This is an optimization exercise on Yosys and OpenROAD, whose aim is small area, not a production implementation. Function was checked by simulation only, so behaviour that the tests miss may differ from the original. Power is estimated from default activity; no workload was simulated.

==> flow/design.v (outline; a module is shown in full before it is edited, if it fits) <==
// module mkMAC: 4045 lines
// module fa: 6 lines
// module han: 6 lines
// module xnr: 5 lines
// module orr: 5 lines
// module ha: 6 lines
module mkMAC(CLK,
	     RST_N,
	     get_values_multiplicand1,
	     get_values_multiplicand2,
	     get_values_addend,
	     get_values_mode,
	     EN_get_values,
	     RDY_get_values,
	     mac_result,
	     RDY_mac_result);
  // ...
==> flow/flow/run.sh <==
#!/bin/bash
# Layout flow: the standard ORFS flow, with the port buffers made from
# sky130_fd_sc_hd__buf_1 and the synthesis buffers removed before placement
# (the resizer rebuffers where needed).
set -euo pipefail
bash standard.sh 'BUFFER_PORTS_ARGS=-buffer_cell sky130_fd_sc_hd__buf_1' REMOVE_ABC_BUFFERS=1 finish > standard_flow.log 2>&1
==> flow/standard.sh <==
#!/bin/bash
# synth_recipe.tcl (not shown) runs the flow's synth.tcl, then flattens the netlist and writes it again
# the make line also repeats each setting of config.mk as NAME=value (left out here)
make -C /OpenROAD-flow-scripts/flow DESIGN_CONFIG=/design/flow/config.mk WORK_HOME=/design/flow/orfs CLKGATE_MAP_FILE= SYNTH_SCRIPT=/design/flow/synth_recipe.tcl "${@:-finish}"
==> flow/config.mk <==
export PLATFORM = sky130hd
export DESIGN_NAME = mkMAC
export DESIGN_NICKNAME = mkMAC
export VERILOG_FILES = /design/flow/design.v
export SDC_FILE = /design/flow/constraint.sdc
export NUM_CORES = 8
export LEC_CHECK = 0
export CAP_MARGIN = 20
export CORE_MARGIN = 2
export CORE_UTILIZATION = 40
export CTS_BUF_LIST = sky130_fd_sc_hd__clkbuf_4 sky130_fd_sc_hd__clkbuf_8
export CTS_CLUSTER_DIAMETER = 60
export CTS_CLUSTER_SIZE = 18
export GPL_TIMING_DRIVEN = 0
export SETUP_SLACK_MARGIN = 0.1
export SLEW_MARGIN = 20
export SYNTH_HIERARCHICAL = 1
export SYNTH_MINIMUM_KEEP_SIZE = 0
==> flow/constraint.sdc <==
create_clock -name core_clock -period 9.0 [get_ports {CLK}]
set_input_delay 1.8000 -clock core_clock [delete_from_list [all_inputs] [get_ports {CLK}]]
set_output_delay 1.8000 -clock core_clock [all_outputs]
set_load 0.01 [all_outputs]
==> flow_metrics.tcl, run 1 <==
set metrics [dict create \
    use_met3 0.1128 \
    synth-compound-area-share 0.07862 \
    pin_count 327 \
    routabilityCongestion 0.9888 \
    dominantRegCellSynth "edfxtp_1" \
    status "finished clean" \
    vdd_ir_drop_max_mv 0.3601 \
    start_util 0.4027 \
    required_ns 9.45 \
    met2_usage 0.4459 \
    seq_share 0.2327 \
    n_all_buffers 374 \
    cts.path.max_buffers 3 \
    post-route-util 0.4476 \
    dr.max_layer_used "met5" \
    seq_area_frac_synth 0.2582 \
    place_ws_ns -1.530 \
    cp_common_cell "fa_1" \
    wl_met1_um 53810 \
    synth-async-reset-ratio 0 \
    synth_warnings 7 \
    cts_tree "built" \
    die_x_um 312.8 \
    layout_commonest_cell "nand2_1" \
    route.detailed.drc 0 \
]
==> run 2: changes to the inputs <==
--- a/flow/config.mk
+++ b/flow/config.mk
@@ -9,7 +9,7 @@
 export CORE_MARGIN = 2
 export CORE_UTILIZATION = 40
-export CTS_BUF_LIST = sky130_fd_sc_hd__clkbuf_4 sky130_fd_sc_hd__clkbuf_8
-export CTS_CLUSTER_DIAMETER = 60
-export CTS_CLUSTER_SIZE = 18
+export CTS_BUF_LIST = sky130_fd_sc_hd__clkbuf_16
+export CTS_CLUSTER_DIAMETER = 80
+export CTS_CLUSTER_SIZE = 30
 export GPL_TIMING_DRIVEN = 0
 export SETUP_SLACK_MARGIN = 0.1
==> run 2 against run 1 <==
Against the previous run: area after synthesis did not move; still clean on timing, DRC and antenna; critical path type unchanged; non-clock buffer count unchanged; utilization about the same.
==> flow_metrics.tcl, run 2 <==
set metrics [dict create \
    hpwl_um 119300 \
    synthAdderAreaFrac 0.4274 \
    cap_violations 0 \
    finalSetupViolations 0 \
    fin_crit_sh 0.9700 \
    h-tree-depth 1 \
    grt_start_max_net_pins 67 \
    layout-drive-gt1-share 0.06527 \
    pin_count 327 \
    portBuffers 325 \
    yosys.area.top_type_share 0.3999 \
    cp_data_arrival_time_ns 9.13 \
    reg_top3 "hi: 65 flops, lo: 65 flops" \
    fin_crit_ns 8.730 \
    area_growth_pct 11.14 \
    die-area_sq_um 97850 \
    synth_cell_types 69 \
    tightest_slew_ns 1.093 \
    wl_per_cell_um 28.56 \
    holdPathStages 1 \
    die_h_um 312.8 \
    synth_xor_area_frac 0.03949 \
    synthTopCellsByCount "nand2_1 (934), fa_1 (762), edfxtp_1 (324), nor2_1 (172), inv_1 (160)" \
    timing.rr.start "st[0]" \
    postRouteAntennaNets 0 \
    start_util 0.4027 \
    rsz0062_at_grt "true" \
    syn_area_per_cell_sq_um 10.94 \
    worstSetupStartpoint "get_values_mode[1]" \
    max_slew_margin 0.2679 \
    syn-cell-area_sq_um 38150 \
    overflow 0 \
    end_kind "register" \
    cts_tree "built" \
    hold_violations 0 \
    vias 29400 \
    mostFrequentLayoutCells "nand2_1 (932), fa_1 (762), edfxtp_1 (324)" \
    leakagePower_nw 12.01 \
    die_x_um 312.8 \
    dr.pass1.iters 6 \
    grt_util_all_layers 0.2916 \
    hold_class "reg -> reg" \
    rows 113 \
    whs_ns 0.6082 \
    synthSimpleGateAreaFrac 0.1411 \
    slew_violations 0 \
    synth_top_family_by_area "adder cells" \
    wirelength_um 143000 \
    synthMuxAreaShare 0.01443 \
    synth-compound-area-share 0.07862 \
    first_iter_violations 3474 \
    grt_pass1_wl_um 206200 \
    cts-root-buf "clkbuf_16" \
    power_density_nw_per_um2 361.3 \
    cts.path.max_buffers 3 \
    dominantRegCellSynth "edfxtp_1" \
    yosysMostFrequentCell "nand2_1" \
    route.detailed.drc 0 \
    grt_antenna_before_repair 48 \
    critPathMaxFanout 18 \
    synth-edff-count 324 \
    ys_ff_latch 330 \
    max_freq_mhz 114.6 \
    worstSkewPairLatency_ns 0.68 \
    vdd_ir_drop_max_mv 0.3610 \
    skew_ns 0.05768 \
    layout_commonest_cell "nand2_1" \
    via_per_inst 5.873 \
    clkTransAtPathRegs_ns 0.10 \
    yosysTopAreaCell "fa_1" \
    nets 4745 \
    cts_buffers 27 \
    cts.sinks 330 \
    synth_warnings 7 \
    worst-r2r-cell-count 25 \
    crit_type "in -> reg" \
    startpoint_type "input pin" \
    syn_inst 3486 \
    min-delay-start "valid" \
    grt_pass1_vias 29620 \
    synthTopCellsByArea "fa_1 (40%), edfxtp_1 (26%), nand2_1 (9.2%)" \
    status "finished clean" \
    routabilityCongestion 0.9888 \
    core_sq_um 94730 \
    required_ns 9.40 \
    seq_area_frac_synth 0.2582 \
    p_total_w 0.01532 \
    synth-async-reset-ratio 0 \
]
## run 2: path summary, 6_finish.rpt
check / slack (ns) / to
setup / recovery: 0.27 / hi[52]
hold / removal: 0.61 / valid
setup reg to reg: 0.39 / hi[52]
hold reg to reg: 0.61 / valid
## run 2: through the flow
step           instance area, sq um  setup slack [ns]  utilization  instances  setup TNS, ns
4_1_cts                       42230           0.09940       0.4458       4986              0
3_5_place_dp                  41010            -1.530       0.4329       4929         -48.63
5_1_grt                       42360           0.06595       0.4472       4991              0
6_report                      42400            0.2702       0.4476       5006              0
2_1_floorplan                 37200            -1.639            -       3299         -82.65
3_3_place_gp                  40010            -7.957       0.4223       4889       -1562.51
## run 2: power breakdown
part	internal (W)	switching (W)	leakage, nW
clock	0.000636	0.000794	0.506
combinational	0.00437	0.00636	8.30
sequential	0.00288	0.000278	3.21
## run 2: per-module statistics from Yosys, one instance, submodules excluded, excerpt
module | times used | flip-flops and latches | cell area [sq um] | cells
xnr | 13 | 0 | 8.758 | 1
orr | 13 | 0 | 6.256 | 1
fa | 755 | 0 | 20.02 | 1
mkMAC | 1 | 330 | 22840 | 2705
## run 2: critical path, cell delays in order
cell and delay (ns):
clkbuf_2 0.17, ha_4 0.29, a22oi_2 0.27, o21ai_0 0.28, nor2_2 0.40, nor2_4 0.13
nand2_1 0.13, fa_1 0.45, fa_1 0.62, fa_1 0.47, fa_1 0.43, fa_1 0.54
fa_1 0.42, ha_1 0.33, nand2_1 0.08, o21ai_0 0.61, a22oi_2 0.23, a31oi_4 0.39
nor3_1 0.09, a21oi_1 0.31, inv_1 0.09, fa_1 0.38, xor2_1 0.17
## run 2: logic make-up (layout without fill, tap and decap cells)
kind of cell             count (synthesis)  in the layout
AO/OA/AOI/OAI                          429            429
XOR/XNOR                               172            172
adder cells (fa/ha/maj)                846            846
buffers and inverters                  348            585
flip-flops                             330            330
multiplexers                            50             50
other                                    1             19
AND/OR/NAND/NOR                       1310           1310
## run 2: per-layer routing
metal | wire length, um | global-route usage | vias up | part of all wire
met5 | 375 | 0 | - | 0.0026
met4 | 6430 | 0.1062 | 60 | 0.045
met3 | 18020 | 0.1105 | 311 | 0.13
met2 | 64410 | 0.4488 | 1683 | 0.45
met1 | 53760 | 0.3762 | 15290 | 0.38
li1 | - | - | 12050 | -
## run 2: cell type report
type	count	area, sq um
repair buffers	374	1967
flip-flops and latches	330	9866
well taps	1265	1583
clock buffers	27	675.6
diodes	18	45.04
inverters	161	606.8
multi-input cells	2808	27280
fillers	9004	52330
clock inverters	23	372.9
## run 2: repair_timing
| item | 4_1_cts | 5_1_grt |
|---|---|---|
| setup endpoints to repair | 40 | 31 |
| hold buffers | 0 | 0 |
| buffers inserted | 7 | 2 |
| pin swaps | 6 | 4 |
| gates resized for setup | 23 | 30 |
| cloned | 0 | 0 |

[afterwards: timing with drivers on the ports]
In the flow no input, the clock included, has a driving cell. The finished layouts below were timed again as built, in two steps. Step 1: set_driving_cell puts a clkbuf_16 on CLK and a buf_2 on each other input, an assumption about the parent block. Step 2 times the ports against the registers' clock, not the clock port: input delays grow and output delays shrink by t, the midpoint of the rising clock arrivals with the driver on. a / b / c = ideal ports / drivers / drivers and shift; a / b = the first two.
run	t (ns)	slack for setup (ns)	worst slew at a driven data input, ns	cell pins on the clock port's net
run 1	0.765	0.297 / 0.267 / -0.498	0.20	1
run 2	0.723	0.270 / 0.238 / -0.485	0.19	1
Met with ideal ports but missed after step 2: setup timing in run 1 and run 2. The setup slack of run 1, which loses most, moves by -0.030 ns with the drivers and by -0.795 ns with both steps.
